This design comes from an exercise in tuning for small area on the open sky130 flow, not from production work.
Where RTL was checked, it was by simulation tests only, not by an equivalence proof against the original.
The flow treats the clock pin as an ideal source, which a real chip does not have.
Power and IR drop assume default switching activity.

==> module myCPU, before the edit <==
module myCPU (
    input  wire        CLK,
    input  wire        RESET,
    input  wire [7:0]  DI,
    output wire [15:0] AB,
    output reg  [7:0]  DO,
    output wire        RW
);
localparam F1 = 2'd0, F2 = 2'd1, M = 2'd2, F1R = 2'd3;
reg [1:0]  ph;
reg [15:0] pc;
reg [7:0]  ra, rb, rc, rd, pl, ph_, sl, sh, ir, r11, jl, jh, re, rf;
wire [2:0] op   = DI[2:0];
wire [3:0] ridx;          
wire [2:0] iop  = ir[2:0];
wire [3:0] ir_r = ir[7:4];
wire       f1   = (ph == F1);
wire       f2   = (ph == F2);
wire       mem  = (ph == M);
assign ridx = f2 ? DI[7:4] : ir[7:4];
wire       ldst = (iop == 3'd1) | (iop == 3'd2);
wire       ptr  = (mem | f1) & ldst | (ph == F1R);
assign AB = ptr ? {ph_, pl} : pc;
assign RW = (mem | f1) & (iop == 3'd2);
reg [7:0] rv;
always @* begin
    case (ridx)
        4'd0:  rv = pc[7:0];
        4'd1:  rv = pc[15:8];
        4'd2:  rv = ra;
        4'd3:  rv = rb;
        4'd4:  rv = rc;
        4'd5:  rv = rd;
        4'd6:  rv = pl;
        4'd7:  rv = ph_;
        4'd8:  rv = sl;
        4'd9:  rv = sh;
        4'd10: rv = ir;
        4'd11: rv = r11;
        4'd12: rv = jl;
        4'd13: rv = jh;
        4'd14: rv = re;
        default: rv = rf;
    endcase
end
always @(posedge CLK) begin
    if (f2)                        DO <= rv;
    else if (mem & (iop != 3'd2))  DO <= DI;
end
wire [8:0] sum = {1'b0, ra} + {1'b0, DO};
reg  [7:0] res;
always @* begin
    case (iop)
        3'd3:    res = ra & DO;
        3'd4:    res = sum[7:0];
        3'd5:    res = ~DO;
        3'd7:    res = ra;
        default: res = DO;       
    endcase
end
wire zop  = (iop == 3'd3) | (iop == 3'd4) | (iop == 3'd5);
wire genw = f1 & ((iop == 3'd0) | (iop == 3'd1) | (iop == 3'd5) | (iop == 3'd7));
wire wa   = f1 & ((iop == 3'd3) | (iop == 3'd4) | (iop == 3'd7)) | genw & (ir_r == 4'd2);
wire z    = (res == 8'h00);
wire jmp  = f1 & (iop == 3'd6) & (sl[ir[6:4]] == ir[7]) | (ph == F1R);
wire        f2n = f2 & ~RESET;
wire [7:0]  wd  = res & {8{~RESET}};
wire [15:0] wen = {16{genw}} & (16'd1 << ridx);
always @(posedge CLK) begin
    if (RESET | wen[3])  rb  <= wd;
    if (RESET | wen[4])  rc  <= wd;
    if (RESET | wen[5])  rd  <= wd;
    if (RESET | wen[6])  pl  <= wd;
    if (RESET | wen[7])  ph_ <= wd;
    if (RESET | wen[9])  sh  <= wd;
    if (RESET | wen[11]) r11 <= wd;
    if (RESET | wen[12]) jl  <= wd;
    if (RESET | wen[13]) jh  <= wd;
    if (RESET | wen[14]) re  <= wd;
    if (RESET | wen[15]) rf  <= wd;
    if (RESET | wa)
        ra <= ((iop == 3'd7) ? DO : res) & {8{~RESET}};
    if (RESET | f2 | wen[10])
        ir <= f2n ? DI : wd;
    if (RESET | wen[8])
        sl[7:2] <= wd[7:2];
    if (RESET | wen[8] | (f1 & (iop == 3'd4)))
        sl[1] <= ((iop == 3'd4) ? sum[8] : res[1]) & ~RESET;
    if (RESET | wen[8] | (f1 & zop))
        sl[0] <= (zop ? z : res[0]) & ~RESET;
    if (f1 | (ph == F1R) | (f2 & (op == 3'd0)))
        pc <= jmp ? {jh, jl} : pc + 16'd1;
end
always @(posedge CLK) begin
    if (RESET)
        ph <= F1R;
    else case (ph)
        F2:      ph <= ((op == 3'd0) | (op == 3'd1) | (op == 3'd2)) ? M : F1;
        M:       ph <= F1;
        default: ph <= F2;
    endcase
end
endmodule
Settings: LEC_CHECK=0, ABC_AREA=1, CAP_MARGIN=20, CORE_MARGIN=2, CORE_UTILIZATION=60, GPL_TIMING_DRIVEN=0, SLEW_MARGIN=20; clock period 5.5 ns.
standard.sh (not shown) runs the stock make flow with config.mk's settings and CLKGATE_MAP_FILE= SYNTH_SCRIPT=/design/flow/synth_recipe.tcl, a recipe that flattens the netlist after the stock synthesis.
==> flow/flow/run.sh <==
#!/bin/bash
# Own layout flow: the standard synthesis, then the combinational logic
# re-mapped for area (registers untouched), then the standard layout
# with small port buffers and a clock tree without dummy loads.
set -euo pipefail
W=$(pwd)
F=$W/flow
R=$W/orfs/results/$FLOW_PLATFORM/myCPU/base
LIB=$FLOW_HOME/platforms/$FLOW_PLATFORM/lib/sky130_fd_sc_hd__tt_025C_1v80.lib
YOSYS=$(command -v yosys || echo /OpenROAD-flow-scripts/tools/install/yosys/bin/yosys)

bash standard.sh synth > $W/synth_std.log 2>&1
cp $R/1_2_yosys.v $W/1_2_yosys.std.v

python3 $F/gen_cells.py $LIB $W/comb_cells.v > $W/gen_cells.log 2>&1
# Try several ABC scripts (four of them deepsyn with different seeds, run in
# parallel) and keep the smallest result.
SCRIPTS=(
  "+strash;&get,-n;&dch,-f;&nf,-R,1000;&put;mfs3,-a;topo"
  "+strash;&get,-n;&dc2;&dch,-f;&nf,-R,1000,-E,100;&put;strash;&get,-n;&dc2;&dch,-f;&nf,-R,1000,-E,100;&put;mfs3,-a;topo"
  "+strash;&get,-n;&deepsyn,-T,60,-S,1;&dch,-f;&nf,-R,1000;&put;mfs3,-a;topo"
  "+strash;&get,-n;&deepsyn,-T,60,-S,2;&dch,-f;&nf,-R,1000;&put;mfs3,-a;topo"
  "+strash;&get,-n;&deepsyn,-T,60,-S,3;&dch,-f;&nf,-R,1000;&put;mfs3,-a;topo"
  "+strash;&get,-n;&deepsyn,-T,60,-S,4;&dch,-f;&nf,-R,1000;&put;mfs3,-a;topo"
)
resynth_one() {
  local i=$1 S=$2
  LIB=$LIB CELLS=$W/comb_cells.v IN=$W/1_2_yosys.std.v TOP=$FLOW_TOP ABC_SCRIPT="$S" \
    STAT=$W/resynth_$i.stat OUT=$W/resynth_$i.v \
    $YOSYS -c $F/resynth.tcl > $W/resynth_$i.log 2>&1 &&
  LIB=$LIB OUT=$W/resynth_$i.v TOP=$FLOW_TOP $YOSYS -c $F/check.tcl > $W/resynth_check_$i.log 2>&1 &&
  touch $W/resynth_$i.ok
}
for i in "${!SCRIPTS[@]}"; do
  resynth_one $i "${SCRIPTS[$i]}" &
  if (( i % 4 == 3 )); then wait; fi
done
wait
best=""; best_area=""
for i in "${!SCRIPTS[@]}"; do
  [[ -f $W/resynth_$i.ok ]] || { echo "script $i: failed" >> $W/resynth_choice.log; continue; }
  a=$(sed -n 's/.*Chip area for module .* \([0-9.]*\)$/\1/p' $W/resynth_$i.stat)
  echo "script $i: area $a" >> $W/resynth_choice.log
  if [[ -z "$best_area" ]] || python3 -c "import sys; sys.exit(0 if $a < $best_area else 1)"; then
    best=$i; best_area=$a
  fi
done
echo "chosen: $best ($best_area)" >> $W/resynth_choice.log
if [[ -n "$best" ]]; then
  cp $W/resynth_$best.v $W/1_2_yosys.resynth.v
else
  cp $W/1_2_yosys.std.v $W/1_2_yosys.resynth.v
fi
cp $W/1_2_yosys.resynth.v $R/1_2_yosys.v
rm -f $R/1_synth.odb $R/1_synth.sdc

export BUFFER_PORTS_ARGS="-buffer_cell sky130_fd_sc_hd__buf_1"
export CTS_ARGS="-sink_clustering_enable -repair_clock_nets -dont_use_dummy_load -buf_list {sky130_fd_sc_hd__clkbuf_2 sky130_fd_sc_hd__clkbuf_4 sky130_fd_sc_hd__clkbuf_8}"
export POST_CTS_TCL=$F/downsize_clk.tcl
bash standard.sh > $W/layout.log 2>&1
Other scripts of this flow, unchanged in this note and not shown: flow/flow/check.tcl, flow/flow/downsize_clk.tcl, flow/flow/gen_cells.py, flow/flow/resynth.tcl
Edit:
--- a/flow/design.v
+++ b/flow/design.v
@@ -4,29 +4,28 @@
     input  wire [7:0]  DI,
     output wire [15:0] AB,
     output reg  [7:0]  DO,
     output wire        RW
 );
-localparam F1 = 2'd0, F2 = 2'd1, M = 2'd2, F1R = 2'd3;
+localparam F1 = 2'd0, F2 = 2'd1, M = 2'd3, F1R = 2'd2;
 reg [1:0]  ph;
 reg [15:0] pc;
 reg [7:0]  ra, rb, rc, rd, pl, ph_, sl, sh, ir, r11, jl, jh, re, rf;
 wire [2:0] op   = DI[2:0];
-wire [3:0] ridx;          
+wire [3:0] sel  = DI[7:4];
 wire [2:0] iop  = ir[2:0];
 wire [3:0] ir_r = ir[7:4];
 wire       f1   = (ph == F1);
 wire       f2   = (ph == F2);
 wire       mem  = (ph == M);
-assign ridx = f2 ? DI[7:4] : ir[7:4];
 wire       ldst = (iop == 3'd1) | (iop == 3'd2);
 wire       ptr  = (mem | f1) & ldst | (ph == F1R);
 assign AB = ptr ? {ph_, pl} : pc;
 assign RW = (mem | f1) & (iop == 3'd2);
 reg [7:0] rv;
 always @* begin
-    case (ridx)
+    case (sel)
         4'd0:  rv = pc[7:0];
         4'd1:  rv = pc[15:8];
         4'd2:  rv = ra;
         4'd3:  rv = rb;
         4'd4:  rv = rc;
@@ -63,11 +62,11 @@
 wire wa   = f1 & ((iop == 3'd3) | (iop == 3'd4) | (iop == 3'd7)) | genw & (ir_r == 4'd2);
 wire z    = (res == 8'h00);
 wire jmp  = f1 & (iop == 3'd6) & (sl[ir[6:4]] == ir[7]) | (ph == F1R);
 wire        f2n = f2 & ~RESET;
 wire [7:0]  wd  = res & {8{~RESET}};
-wire [15:0] wen = {16{genw}} & (16'd1 << ridx);
+wire [15:0] wen = {16{genw}} & (16'd1 << ir_r);
 always @(posedge CLK) begin
     if (RESET | wen[3])  rb  <= wd;
     if (RESET | wen[4])  rc  <= wd;
     if (RESET | wen[5])  rd  <= wd;
     if (RESET | wen[6])  pl  <= wd;
=>
- synthesized cell count shrinks by 2.0%
- sequential power shrinks by about 6%
- area after synthesis shrinks by 0.37%
- wire length grows by 6.8%
- hold slack loses 0.053 ns
Function was not checked in any run of this note: the RTL went through the layout flow alone.

========
Another version of the RTL of myCPU (not shown whole).
Size: roughly 490 cells after synthesis, about 35 I/O pins, ~0.0063 mm^2 of cells after synthesis.
==> module myCPU, before the edit <==
module myCPU (
    input  wire        CLK,
    input  wire        RESET,
    input  wire [7:0]  DI,
    output wire [15:0] AB,
    output reg  [7:0]  DO,
    output wire        RW
);
localparam F1 = 2'd0, F2 = 2'd1, MR = 2'd2, MW = 2'd3;
reg [1:0]  ph;
reg        ptr;           
reg [15:0] pc;
reg [7:0]  ra, rb, rc, rd, pl, ph_, sl, sh, ir, r11, jl, jh, re, rf;
wire [2:0] op   = DI[2:0];
wire [3:0] sel  = DI[7:4];
wire [2:0] iop  = ir[2:0];
wire [3:0] ir_r = ir[7:4];
wire       f1   = (ph == F1);
wire       f2   = (ph == F2);
assign AB = ptr ? {ph_, pl} : pc;
assign RW = (ph == MW) | (f1 & (iop == 3'd2));
reg [7:0] rv;
always @* begin
    case (sel)
        4'd0:  rv = pc[7:0];
        4'd1:  rv = pc[15:8];
        4'd2:  rv = ra;
        4'd3:  rv = rb;
        4'd4:  rv = rc;
        4'd5:  rv = rd;
        4'd6:  rv = pl;
        4'd7:  rv = ph_;
        4'd8:  rv = sl;
        4'd9:  rv = sh;
        4'd10: rv = ir;
        4'd11: rv = r11;
        4'd12: rv = jl;
        4'd13: rv = jh;
        4'd14: rv = re;
        default: rv = rf;
    endcase
end
always @(posedge CLK) begin
    if (f2) DO <= rv;
end
wire [8:0] sum = {1'b0, ra} + {1'b0, DO};
reg  [7:0] res;
always @* begin
    case (iop)
        3'd3:    res = ra & DO;
        3'd4:    res = sum[7:0];
        3'd5:    res = ~DO;
        3'd7:    res = ra;
        default: res = DI;       
    endcase
end
wire zop  = (iop == 3'd3) | (iop == 3'd4) | (iop == 3'd5);
wire genw = f1 & ((iop == 3'd0) | (iop == 3'd1) | (iop == 3'd5) | (iop == 3'd7));
wire wa   = f1 & ((iop == 3'd3) | (iop == 3'd4) | (iop == 3'd7)) | genw & (ir_r == 4'd2);
wire z    = (res == 8'h00);
wire jmp  = (iop == 3'd6) & (sl[ir[6:4]] == ir[7]) | ptr & (iop == 3'd0);
wire        f2n = f2 & ~RESET;
wire [7:0]  wd  = res & {8{~RESET}};
wire [15:0] wen = {16{genw}} & (16'd1 << ir_r);
always @(posedge CLK) begin
    if (RESET | wen[3])  rb  <= wd;
    if (RESET | wen[4])  rc  <= wd;
    if (RESET | wen[5])  rd  <= wd;
    if (RESET | wen[6])  pl  <= wd;
    if (RESET | wen[7])  ph_ <= wd;
    if (RESET | wen[9])  sh  <= wd;
    if (RESET | wen[11]) r11 <= wd;
    if (RESET | wen[12]) jl  <= wd;
    if (RESET | wen[13]) jh  <= wd;
    if (RESET | wen[14]) re  <= wd;
    if (RESET | wen[15]) rf  <= wd;
    if (RESET | wa)
        ra <= ((iop == 3'd7) ? DO : res) & {8{~RESET}};
    if (RESET | f2 | wen[10])
        ir <= f2n ? DI : wd;
    if (RESET | wen[8])
        sl[7:2] <= wd[7:2];
    if (RESET | wen[8] | (f1 & (iop == 3'd4)))
        sl[1] <= ((iop == 3'd4) ? sum[8] : res[1]) & ~RESET;
    if (RESET | wen[8] | (f1 & zop))
        sl[0] <= (zop ? z : res[0]) & ~RESET;
    if (f1 | (f2 & (op == 3'd0)))
        pc <= (f1 & jmp) ? {jh, jl} : pc + 16'd1;
end
always @(posedge CLK) begin
    if (RESET) begin
        ph  <= F1;
        ptr <= 1'b1;
    end else begin
        case (ph)
        F1: begin ph <= F2; ptr <= 1'b0; end
        F2: begin
            case (op)
                3'd0: ph <= MR;
                3'd1: begin ph <= MR; ptr <= 1'b1; end
                3'd2: begin ph <= MW; ptr <= 1'b1; end
                default: ph <= F1;
            endcase
        end
        default: ph <= F1;
        endcase
    end
end
endmodule
export LEC_CHECK = 0
export ABC_AREA = 1
export CAP_MARGIN = 20
export CORE_MARGIN = 2
export CORE_UTILIZATION = 60
export GPL_TIMING_DRIVEN = 0
export SLEW_MARGIN = 20
create_clock -name core_clock -period 5.5 [get_ports {CLK}]
==> flow/flow/run.sh <==
#!/bin/bash
# Own layout flow: the standard synthesis, then the combinational logic
# re-mapped for area (registers untouched), then the standard layout
# with small port buffers and a clock tree without dummy loads.
set -euo pipefail
W=$(pwd)
F=$W/flow
R=$W/orfs/results/$FLOW_PLATFORM/myCPU/base
LIB=$FLOW_HOME/platforms/$FLOW_PLATFORM/lib/sky130_fd_sc_hd__tt_025C_1v80.lib
YOSYS=$(command -v yosys || echo /OpenROAD-flow-scripts/tools/install/yosys/bin/yosys)

bash standard.sh synth > $W/synth_std.log 2>&1
cp $R/1_2_yosys.v $W/1_2_yosys.std.v

python3 $F/gen_cells.py $LIB $W/comb_cells.v > $W/gen_cells.log 2>&1
# Try several ABC scripts (four of them deepsyn with different seeds, run in
# parallel) and keep the smallest result.
SCRIPTS=(
  "+strash;&get,-n;&dch,-f;&nf,-R,1000;&put;topo"
  "+strash;&get,-n;&dc2;&dch,-f;&nf,-R,1000,-E,100;&put;strash;&get,-n;&dc2;&dch,-f;&nf,-R,1000,-E,100;&put;topo"
  "+strash;&get,-n;&deepsyn,-T,60,-S,1;&dch,-f;&nf,-R,1000;&put;topo"
  "+strash;&get,-n;&deepsyn,-T,60,-S,2;&dch,-f;&nf,-R,1000;&put;topo"
  "+strash;&get,-n;&deepsyn,-T,60,-S,3;&dch,-f;&nf,-R,1000;&put;topo"
  "+strash;&get,-n;&deepsyn,-T,60,-S,4;&dch,-f;&nf,-R,1000;&put;topo"
)
resynth_one() {
  local i=$1 S=$2
  LIB=$LIB CELLS=$W/comb_cells.v IN=$W/1_2_yosys.std.v TOP=$FLOW_TOP ABC_SCRIPT="$S" \
    STAT=$W/resynth_$i.stat OUT=$W/resynth_$i.v \
    $YOSYS -c $F/resynth.tcl > $W/resynth_$i.log 2>&1 &&
  LIB=$LIB OUT=$W/resynth_$i.v TOP=$FLOW_TOP $YOSYS -c $F/check.tcl > $W/resynth_check_$i.log 2>&1 &&
  touch $W/resynth_$i.ok
}
for i in "${!SCRIPTS[@]}"; do
  resynth_one $i "${SCRIPTS[$i]}" &
  if (( i % 4 == 3 )); then wait; fi
done
wait
best=""; best_area=""
for i in "${!SCRIPTS[@]}"; do
  [[ -f $W/resynth_$i.ok ]] || { echo "script $i: failed" >> $W/resynth_choice.log; continue; }
  a=$(sed -n 's/.*Chip area for module .* \([0-9.]*\)$/\1/p' $W/resynth_$i.stat)
  echo "script $i: area $a" >> $W/resynth_choice.log
  if [[ -z "$best_area" ]] || python3 -c "import sys; sys.exit(0 if $a < $best_area else 1)"; then
    best=$i; best_area=$a
  fi
done
echo "chosen: $best ($best_area)" >> $W/resynth_choice.log
if [[ -n "$best" ]]; then
  cp $W/resynth_$best.v $W/1_2_yosys.resynth.v
else
  cp $W/1_2_yosys.std.v $W/1_2_yosys.resynth.v
fi
cp $W/1_2_yosys.resynth.v $R/1_2_yosys.v
rm -f $R/1_synth.odb $R/1_synth.sdc

export BUFFER_PORTS_ARGS="-buffer_cell sky130_fd_sc_hd__buf_1"
export CTS_ARGS="-sink_clustering_enable -repair_clock_nets -dont_use_dummy_load -buf_list {sky130_fd_sc_hd__clkbuf_2 sky130_fd_sc_hd__clkbuf_4 sky130_fd_sc_hd__clkbuf_8}"
export POST_CTS_TCL=$F/downsize_clk.tcl
bash standard.sh > $W/layout.log 2>&1
Other scripts of this flow, unchanged in this note and not shown: flow/flow/check.tcl, flow/flow/downsize_clk.tcl, flow/flow/gen_cells.py, flow/flow/resynth.tcl
==> next run, changes <==
--- a/flow/design.v
+++ b/flow/design.v
@@ -41,7 +41,8 @@
     endcase
 end
 always @(posedge CLK) begin
-    if (f2) DO <= rv;
+    if (f2)             DO <= rv;
+    else if (ph == MR)  DO <= DI;
 end
 wire [8:0] sum = {1'b0, ra} + {1'b0, DO};
 reg  [7:0] res;
@@ -51,7 +52,7 @@
         3'd4:    res = sum[7:0];
         3'd5:    res = ~DO;
         3'd7:    res = ra;
-        default: res = DI;       
+        default: res = DO;       
     endcase
 end
 wire zop  = (iop == 3'd3) | (iop == 3'd4) | (iop == 3'd5);
Outcome:
- fmax drops by roughly a tenth
- critical path depth drops by 2
- setup slack is worse by 0.49 ns
- first-iteration DRC count drops by a few percent
- utilization drops by 0.49 points
- clock-buffer cell count is unchanged
- clock power climbs by a few percent
- routed wire length drops by a few percent
For the first run of this note, only the layout was checked, not whether the RTL still works.

-- what the ideal ports hide --
Ports are ideal in the flow. The routed layouts listed here were re-timed in OpenROAD.
Step 1 assumes that a clkbuf_16 drives the clock port and a buf_2 every other input.
Step 2 also shifts input and output timing later by t, the mid clock arrival at the registers, as if the neighbouring blocks saw the same clock.
a / b / c = no drivers / after step 1 / after step 2; a / b = the first two.
| run | t (ns) | setup WS [ns] | worst data-port slew with drivers (ns) |
|---|---|---|---|
| the first run of note 1 | 0.447 | 1.041 / 1.041 / 1.041 | 0.03 |
| the second run of note 1 | 0.448 | 0.733 / 0.733 / 0.733 | 0.03 |
| the first run of note 2 | 0.440 | 1.548 / 1.548 / 1.548 | 0.03 |
| the second run of note 2 | 0.437 | 1.055 / 1.055 / 1.055 | 0.03 |
After both steps every run listed still meets setup and hold.
